Background: an optimization exercise with open tools, aiming at a short achievable clock period and few clock cycles. Do not read the settings as production practice.
The RTL was checked by simulation tests, not by an equivalence proof against the original design.
No activity file was given, so power comes from the tool's default toggle rates.

==> v17: inputs <==
==> flow/design.v (excerpt) <==
module myCPU (
    input wire cpu_rst,
    input wire cpu_clk,
    output wire [13:0] inst_addr,
    input  wire [31:0] inst,
    output wire [31:0] Bus_addr,
    input  wire [31:0] Bus_rdata,
    output wire        Bus_wen,
    output wire [31:0] Bus_wdata
    , 
    output wire        debug_wb_have_inst,
    output wire [31:0] debug_wb_pc,
    output             debug_wb_ena,
    output wire [ 4:0] debug_wb_reg,
    output wire [31:0] debug_wb_value
);
Settings: LEC_CHECK=0, CAP_MARGIN=20, CORE_MARGIN=2, CORE_UTILIZATION=45, SETUP_SLACK_MARGIN=5, SLEW_MARGIN=20, SYNTH_HIERARCHICAL=1; clock period 8.0 ns.
run.sh (not shown) runs the stock make flow with config.mk's settings and CLKGATE_MAP_FILE= SYNTH_SCRIPT=/design/flow/synth_recipe.tcl, a recipe that flattens the netlist after the stock synthesis.
==> v16: changes against v17 <==
--- a/flow/design.v
+++ b/flow/design.v
@@ -332,17 +332,17 @@
     end
   end
   reg  [NL-1:0] f_lm;
   integer kk;
   always @(*) begin
     for (kk = 0; kk < NL; kk = kk + 1) f_lm[kk] = lv[kk] && (ltag[kk] == pc_b);
   end
   wire          f_lhit = |f_lm;
-  wire          f_lx = 1'b0;
+  wire          f_lx = |(f_lm & lex & ~({NL{d_valid && d_lhit}} & d_lsel));
   wire          f_ptaken = f_hit && f_ctr[1] && !f_lx;
   wire [31:0]   f_pc4;
   assign f_pc4[1:0] = pc_f[1:0];
   ks_inc #(.N(30)) u_finc (.a(pc_f[31:2]), .s(f_pc4[31:2]));
   wire [31:0]   f_btgt = f_ret ? ras : {pc_f[31:16], f_tgt, 2'b00};
   wire [31:0]   f_pnpc = f_ptaken ? f_btgt : f_pc4;
   assign inst_addr = pc_o;
   wire [6:0] f_op = inst[6:0];
@@ -373,21 +373,20 @@
     f_tsel = 14'd0; f_anyt = 1'b0; f_anyr = 1'b0; f_any4 = 1'b0;
     for (kt = 0; kt < NB; kt = kt + 1) begin
       f_tsel = f_tsel | ({14{f_m[kt] & btb_ctr[kt][1] & !btb_ret[kt] & !f_lx}} & btb_tgt[kt]);
       f_anyt = f_anyt | (f_m[kt] & btb_ctr[kt][1] & !btb_ret[kt] & !f_lx);
       f_anyr = f_anyr | (f_m[kt] & btb_ctr[kt][1] & btb_ret[kt] & !f_lx);
       f_any4 = f_any4 | (f_m[kt] & (!btb_ctr[kt][1] | f_lx));
     end
   end
-  wire [15:0] f_plo = {f_tsel, 2'b00}
-                    | ({16{f_anyr}} & ras[15:0])
-                    | ({16{f_any4}} & f_pc4[15:0])
-                    | ({16{!f_hit}} & f_nohit[15:0]);
-  wire [31:0] f_pnpc2 = {f_pc4[31:16], f_plo};
+  wire [31:0] f_pnpc2 = {({16{f_anyt}} & pc_f[31:16]), f_tsel, 2'b00}
+                      | ({32{f_anyr}} & ras)
+                      | ({32{f_any4}} & f_pc4)
+                      | ({32{!f_hit}} & f_nohit);
   wire [ 4:0] d_rd  = d_inst[11:7];
   wire [ 2:0] d_f3  = d_inst[14:12];
   wire [ 4:0] d_rs1 = d_inst[19:15];
   wire [ 4:0] d_rs2 = d_inst[24:20];
   wire        d_f7b = d_inst[30];
   wire        d_is_ctl = d_is_jal | d_is_jalr | d_is_br;
   wire        d_is_mem = d_is_ld | d_is_st;
   wire        d_rfwe = ~(d_is_br | d_is_st);
@@ -564,39 +563,33 @@
   assign Bus_addr  = bus_addr_r;
   assign Bus_wen   = bus_wen_r;
   assign Bus_wdata = bus_wdata_r;
   wire [31:0] d_saddr;
   ks_add #(.N(32)) u_dsa (.a(d_u1), .b(d_immS), .cin(1'b0), .s(d_saddr));
   wire d_er = d_valid && !stall_d && !kd && d_is_st && !d_f3[1] && !p_1E && !p_1M &&
               !m_sbsh && !(e_live && (e_ld || e_sw || e_sbsh));
   integer i;
-  wire pc_sr = r_redir;
-  wire pc_sq = !r_redir && q_fr;
-  wire pc_sd = !r_redir && !q_fr && redir_d;
-  wire pc_sf = !r_redir && !q_fr && !redir_d && !stall_d;
-  wire pc_sh = !r_redir && !q_fr && !redir_d && stall_d;
-  wire [31:0] pc_next = ({32{pc_sr}} & r_rpc) | ({32{pc_sq}} & (e_ed ? e_tq : e_pc4))
-                      | ({32{pc_sd}} & d_rdpc) | ({32{pc_sf}} & f_pnpc2);
-  wire pc_upd = !pc_sh;
+  wire [31:0] pc_next = r_redir ? r_rpc : q_fr ? (e_ed ? e_tq : e_pc4) : redir_d ? d_rdpc : f_pnpc2;
+  wire pc_upd = r_redir || q_fr || redir_d || !stall_d;
   always @(posedge clk or posedge rst) begin
     if (rst) begin
       pc_f <= 32'd0;
     end else if (pc_upd) begin
       pc_f <= pc_next;
     end
   end
   always @(posedge clk) begin
-    pc_b <= pc_next[15:2] | ({14{pc_sh}} & pc_o);
+    pc_b <= pc_upd ? pc_next[15:2] : pc_o;
   end
   always @(posedge clk or posedge rst) begin
     if (rst) begin
       pc_o <= 14'd0;
     end else begin
-      pc_o <= pc_next[15:2] | ({14{pc_sh}} & pc_f[15:2]);
+      pc_o <= pc_upd ? pc_next[15:2] : pc_f[15:2];
     end
   end
   always @(posedge clk or posedge rst) begin
     if (rst) begin
       d_valid <= 1'b0;
     end else if (kd || redir_d) begin
       d_valid <= 1'b0;
     end else if (!stall_d) begin
- CAP_MARGIN: 20 -> 60
- SLEW_MARGIN: 20 -> 60
==> v20: changes against v17 <==
--- a/flow/design.v
+++ b/flow/design.v
@@ -252,19 +252,16 @@
   reg         m_rfwe;
   reg         m_ld;
   reg  [ 2:0] m_f3;
   reg  [31:0] m_addr;
   reg         m_sbsh;
   reg         e_rdy;             
   reg  [ 1:0] e_ralo;
   reg  [31:0] m_sd;
-  reg  [ 3:0] l_b0, l_s7;
-  reg  [ 1:0] l_b1;
-  reg         l_b2, l_b3, l_sx1, l_sx23, l_sum, l_oth;
   reg         w_we;
   reg  [ 4:0] w_rd;
   reg  [31:0] w_val;
   reg  [31:1] w_sel;
   reg         o_have;
   reg  [31:0] o_pc;
   reg         o_ena;
   reg  [ 4:0] o_rd;
@@ -332,17 +329,17 @@
     end
   end
   reg  [NL-1:0] f_lm;
   integer kk;
   always @(*) begin
     for (kk = 0; kk < NL; kk = kk + 1) f_lm[kk] = lv[kk] && (ltag[kk] == pc_b);
   end
   wire          f_lhit = |f_lm;
-  wire          f_lx = 1'b0;
+  wire          f_lx = |(f_lm & lex & ~({NL{d_valid && d_lhit}} & d_lsel));
   wire          f_ptaken = f_hit && f_ctr[1] && !f_lx;
   wire [31:0]   f_pc4;
   assign f_pc4[1:0] = pc_f[1:0];
   ks_inc #(.N(30)) u_finc (.a(pc_f[31:2]), .s(f_pc4[31:2]));
   wire [31:0]   f_btgt = f_ret ? ras : {pc_f[31:16], f_tgt, 2'b00};
   wire [31:0]   f_pnpc = f_ptaken ? f_btgt : f_pc4;
   assign inst_addr = pc_o;
   wire [6:0] f_op = inst[6:0];
@@ -373,21 +370,20 @@
     f_tsel = 14'd0; f_anyt = 1'b0; f_anyr = 1'b0; f_any4 = 1'b0;
     for (kt = 0; kt < NB; kt = kt + 1) begin
       f_tsel = f_tsel | ({14{f_m[kt] & btb_ctr[kt][1] & !btb_ret[kt] & !f_lx}} & btb_tgt[kt]);
       f_anyt = f_anyt | (f_m[kt] & btb_ctr[kt][1] & !btb_ret[kt] & !f_lx);
       f_anyr = f_anyr | (f_m[kt] & btb_ctr[kt][1] & btb_ret[kt] & !f_lx);
       f_any4 = f_any4 | (f_m[kt] & (!btb_ctr[kt][1] | f_lx));
     end
   end
-  wire [15:0] f_plo = {f_tsel, 2'b00}
-                    | ({16{f_anyr}} & ras[15:0])
-                    | ({16{f_any4}} & f_pc4[15:0])
-                    | ({16{!f_hit}} & f_nohit[15:0]);
-  wire [31:0] f_pnpc2 = {f_pc4[31:16], f_plo};
+  wire [31:0] f_pnpc2 = {({16{f_anyt}} & pc_f[31:16]), f_tsel, 2'b00}
+                      | ({32{f_anyr}} & ras)
+                      | ({32{f_any4}} & f_pc4)
+                      | ({32{!f_hit}} & f_nohit);
   wire [ 4:0] d_rd  = d_inst[11:7];
   wire [ 2:0] d_f3  = d_inst[14:12];
   wire [ 4:0] d_rs1 = d_inst[19:15];
   wire [ 4:0] d_rs2 = d_inst[24:20];
   wire        d_f7b = d_inst[30];
   wire        d_is_ctl = d_is_jal | d_is_jalr | d_is_br;
   wire        d_is_mem = d_is_ld | d_is_st;
   wire        d_rfwe = ~(d_is_br | d_is_st);
@@ -403,27 +399,21 @@
     reg [31:0] k, co;
     begin
       k  = a ^ b ^ x;
       co = (a & b) | ((a ^ b) & k);
       addeq = !k[0] && (k[31:1] == co[30:0]);
     end
   endfunction
   wire [1:0]  m_alo = m_addr[1:0];
-  wire [31:0] r = Bus_rdata;
-  wire        l_sgn = (l_s7[0] & r[7]) | (l_s7[1] & r[15]) | (l_s7[2] & r[23]) | (l_s7[3] & r[31]);
-  wire [31:0] m_val;
-  assign m_val[7:0]   = ({8{l_b0[0]}} & r[7:0]) | ({8{l_b0[1]}} & r[15:8]) | ({8{l_b0[2]}} & r[23:16])
-                      | ({8{l_b0[3]}} & r[31:24]) | ({8{l_sum}} & m_sum[7:0]) | ({8{l_oth}} & m_oth[7:0]);
-  assign m_val[15:8]  = ({8{l_b1[0]}} & r[15:8]) | ({8{l_b1[1]}} & r[31:24]) | {8{l_sx1 & l_sgn}}
-                      | ({8{l_sum}} & m_sum[15:8]) | ({8{l_oth}} & m_oth[15:8]);
-  assign m_val[23:16] = ({8{l_b2}} & r[23:16]) | {8{l_sx23 & l_sgn}}
-                      | ({8{l_sum}} & m_sum[23:16]) | ({8{l_oth}} & m_oth[23:16]);
-  assign m_val[31:24] = ({8{l_b3}} & r[31:24]) | {8{l_sx23 & l_sgn}}
-                      | ({8{l_sum}} & m_sum[31:24]) | ({8{l_oth}} & m_oth[31:24]);
+  wire [31:0] m_rsh = Bus_rdata >> {m_alo, 3'b000};
+  wire [31:0] m_ldv = m_f3[1] ? Bus_rdata :
+                      m_f3[0] ? {{16{~m_f3[2] & m_rsh[15]}}, m_rsh[15:0]} :
+                                {{24{~m_f3[2] & m_rsh[7]}}, m_rsh[7:0]};
+  wire [31:0] m_val = m_ld ? m_ldv : m_add ? m_sum : m_oth;
   wire e_wr = e_valid && e_rfwe && (e_rd != 5'd0);
   wire m_wr = m_valid && m_rfwe && (m_rd != 5'd0);
   wire d_1E = p_1E;
   wire d_2E = p_2E;
   wire d_1M = p_1M;
   wire d_2M = p_2M;
   wire d_1W = p_1W;
   wire d_2W = p_2W;
@@ -564,39 +554,33 @@
   assign Bus_addr  = bus_addr_r;
   assign Bus_wen   = bus_wen_r;
   assign Bus_wdata = bus_wdata_r;
   wire [31:0] d_saddr;
   ks_add #(.N(32)) u_dsa (.a(d_u1), .b(d_immS), .cin(1'b0), .s(d_saddr));
   wire d_er = d_valid && !stall_d && !kd && d_is_st && !d_f3[1] && !p_1E && !p_1M &&
               !m_sbsh && !(e_live && (e_ld || e_sw || e_sbsh));
   integer i;
-  wire pc_sr = r_redir;
-  wire pc_sq = !r_redir && q_fr;
-  wire pc_sd = !r_redir && !q_fr && redir_d;
-  wire pc_sf = !r_redir && !q_fr && !redir_d && !stall_d;
-  wire pc_sh = !r_redir && !q_fr && !redir_d && stall_d;
-  wire [31:0] pc_next = ({32{pc_sr}} & r_rpc) | ({32{pc_sq}} & (e_ed ? e_tq : e_pc4))
-                      | ({32{pc_sd}} & d_rdpc) | ({32{pc_sf}} & f_pnpc2);
-  wire pc_upd = !pc_sh;
+  wire [31:0] pc_next = r_redir ? r_rpc : q_fr ? (e_ed ? e_tq : e_pc4) : redir_d ? d_rdpc : f_pnpc2;
+  wire pc_upd = r_redir || q_fr || redir_d || !stall_d;
   always @(posedge clk or posedge rst) begin
     if (rst) begin
       pc_f <= 32'd0;
     end else if (pc_upd) begin
       pc_f <= pc_next;
     end
   end
   always @(posedge clk) begin
-    pc_b <= pc_next[15:2] | ({14{pc_sh}} & pc_o);
+    pc_b <= pc_upd ? pc_next[15:2] : pc_o;
   end
   always @(posedge clk or posedge rst) begin
     if (rst) begin
       pc_o <= 14'd0;
     end else begin
-      pc_o <= pc_next[15:2] | ({14{pc_sh}} & pc_f[15:2]);
+      pc_o <= pc_upd ? pc_next[15:2] : pc_f[15:2];
     end
   end
   always @(posedge clk or posedge rst) begin
     if (rst) begin
       d_valid <= 1'b0;
     end else if (kd || redir_d) begin
       d_valid <= 1'b0;
     end else if (!stall_d) begin
@@ -737,28 +721,16 @@
     m_pc   <= e_pc;
     m_sum  <= e_sum;
     m_oth  <= e_oth;
     m_add  <= e_r_add;
     m_rd   <= e_rd;
     m_rfwe <= e_rfwe;
     m_ld   <= e_ld;
     m_f3   <= e_f3;
-    l_b0   <= {4{e_ld}} & (e_f3[1] ? 4'b0001 :
-                           e_f3[0] ? (e_sum[1] ? 4'b0100 : 4'b0001) :
-                                     (4'b0001 << e_sum[1:0]));
-    l_b1   <= {2{e_ld}} & (e_f3[1] ? 2'b01 : e_f3[0] ? (e_sum[1] ? 2'b10 : 2'b01) : 2'b00);
-    l_b2   <= e_ld && e_f3[1];
-    l_b3   <= e_ld && e_f3[1];
-    l_sx1  <= e_ld && !e_f3[1] && !e_f3[0];
-    l_sx23 <= e_ld && !e_f3[1];
-    l_s7   <= {4{e_ld && !e_f3[2] && !e_f3[1]}} &
-              (e_f3[0] ? (e_sum[1] ? 4'b1000 : 4'b0010) : (4'b0001 << e_sum[1:0]));
-    l_sum  <= !e_ld && e_r_add;
-    l_oth  <= !e_ld && !e_r_add;
     m_addr <= e_sum;
     m_sd   <= es;
     bus_addr_r <= m_sbsh ? m_addr : (e_live && (e_ld || e_sw || e_sbsh)) ? e_sum : d_saddr;
     bus_wdata_r <= m_sbsh ? m_merge : e_rdy ? e_merge : es;
     r_sj   <= e_jalr;
     r_st   <= e_taken;
     r_jt   <= e_jt;
     r_tgt  <= e_tgt;
@@ -878,30 +850,28 @@
   always @(posedge clk) begin
     for (i = 0; i < NL; i = i + 1) begin
       lcur[i]  <= l_cur_n[i];
       llast[i] <= l_last_n[i];
       lccur[i] <= l_ccur_n[i];
       if (l_dgo && !d_lhit && l_new[i]) ltag[i] <= d_pc[15:2];
     end
   end
-  reg  [NB-1:0] e_bm;
   reg  [NB-1:0] u_m;
   integer j;
   reg           u_hit;
   reg  [ 1:0]   u_ctr;
   always @(*) begin
     u_hit = 1'b0; u_ctr = 2'b00;
     for (j = 0; j < NB; j = j + 1) begin
-      e_bm[j] = btb_v[j] && (btb_tag[j] == e_pc[15:2]);
+      u_m[j] = btb_v[j] && (btb_tag[j] == u_tag);
       u_hit  = u_hit | u_m[j];
       u_ctr  = u_ctr | ({2{u_m[j]}} & btb_ctr[j]);
     end
   end
-  always @(posedge clk) u_m <= e_bm;
   wire [1:0] u_ctr_inc = (u_ctr == 2'b11) ? 2'b11 : u_ctr + 2'b01;
   wire [1:0] u_ctr_dec = (u_ctr == 2'b00) ? 2'b00 : u_ctr - 2'b01;
   wire       u_alloc = u_valid && !u_hit && u_taken;
   wire [1:0] u_ctr_new = !u_br ? 2'b11 : !u_hit ? 2'b10 : u_taken ? u_ctr_inc : u_ctr_dec;
   always @(posedge clk or posedge rst) begin
     if (rst) begin
       btb_ptr <= 3'd0;
       for (i = 0; i < NB; i = i + 1) begin
- CAP_MARGIN: 20 -> 60
- SLEW_MARGIN: 20 -> 60
==> v26: changes against v17 <==
--- a/flow/design.v
+++ b/flow/design.v
@@ -332,17 +332,17 @@
     end
   end
   reg  [NL-1:0] f_lm;
   integer kk;
   always @(*) begin
     for (kk = 0; kk < NL; kk = kk + 1) f_lm[kk] = lv[kk] && (ltag[kk] == pc_b);
   end
   wire          f_lhit = |f_lm;
-  wire          f_lx = 1'b0;
+  wire          f_lx = |(f_lm & lex & ~({NL{d_valid && d_lhit}} & d_lsel));
   wire          f_ptaken = f_hit && f_ctr[1] && !f_lx;
   wire [31:0]   f_pc4;
   assign f_pc4[1:0] = pc_f[1:0];
   ks_inc #(.N(30)) u_finc (.a(pc_f[31:2]), .s(f_pc4[31:2]));
   wire [31:0]   f_btgt = f_ret ? ras : {pc_f[31:16], f_tgt, 2'b00};
   wire [31:0]   f_pnpc = f_ptaken ? f_btgt : f_pc4;
   assign inst_addr = pc_o;
   wire [6:0] f_op = inst[6:0];
- CAP_MARGIN: 20 -> 60
- SLEW_MARGIN: 20 -> 60
==> PnR_summary.wiki <==
{| class="wikitable"
! Metric !! Value
|-
| Combined buffer and inverter count along the critical path || 6
|-
| TritonCTS Buffers || 286
|-
| Total met2 wirelength after detailed routing || 257.7 mm
|-
| Share of total power consumed by net switching || 0.3926
|-
| Result of the run || finished clean
|-
| FMAX || 302.0 MHz
|}
-- figures above: v20

==> PnR_summary.wiki <==
{| class="wikitable"
! Metric !! Value
|-
| FMAX || 309.8 MHz
|-
| TritonCTS Buffers || 282
|-
| Share of total power consumed by net switching || 0.4014
|-
| Result of the run || finished clean
|}
-- figures above: v17

==> PnR_summary.wiki <==
{| class="wikitable"
! Metric !! Value
|-
| Share of total power consumed by net switching || 0.4028
|-
| Combined buffer and inverter count along the critical path || 5
|-
| Result of the run || finished clean
|-
| FMAX || 280.0 MHz
|-
| TritonCTS Buffers || 285
|}
-- figures above: v26

==> PnR_summary.wiki <==
{| class="wikitable"
! Metric !! Value
|-
| Result of the run || finished clean
|-
| End-of-flow core utilization || 0.5746
|-
| Total sequential power || 20.1 mW
|-
| TritonCTS Buffers || 287
|-
| Cell area power density || 329.5 mW/mm²
|-
| FMAX || 297.1 MHz
|-
| Total met2 wirelength after detailed routing || 252.0 mm
|}
-- figures above: v16

Testbench counts of v17, summed over its fixed seeds: cycles 81,177.
Testbench counts of v16, summed over its fixed seeds: cycles 80,270.
Testbench counts of v20, summed over its fixed seeds: cycles 80,275.
Testbench counts of v26, summed over its fixed seeds: cycles 80,270.

## port drivers added, routing unchanged
In the flow no input, the clock included, has a driving cell. The finished layouts below were timed again as built, in two steps. Step 1 assumes that a clkbuf_16 drives the clock port and a buf_2 every other input. Step 2 moves the port delays by t, midway between the first and last clock arrival at a register: inputs arrive t later, outputs are due t later. That takes back most of the time a late clock gives input paths. Slacks: ideal ports / drivers / drivers and shift; pairs: ideal ports / drivers.
| run | t, ns | setup WS [ns] | worst setup path after step 2 |
|---|---|---|---|
| v17 | 1.052 | 4.772 / 4.688 / 3.637 | input to register |
| v16 | 1.056 | 4.634 / 4.634 / 3.759 | input to register |
| v20 | 1.054 | 4.689 / 4.678 / 3.624 | input to register |
| v26 | 1.035 | 4.429 / 4.429 / 3.679 | input to register |
After both steps setup and hold are still met in every run listed. The setup slack of v17, which loses most, moves by -0.084 ns with the drivers and by -1.135 ns with both steps.
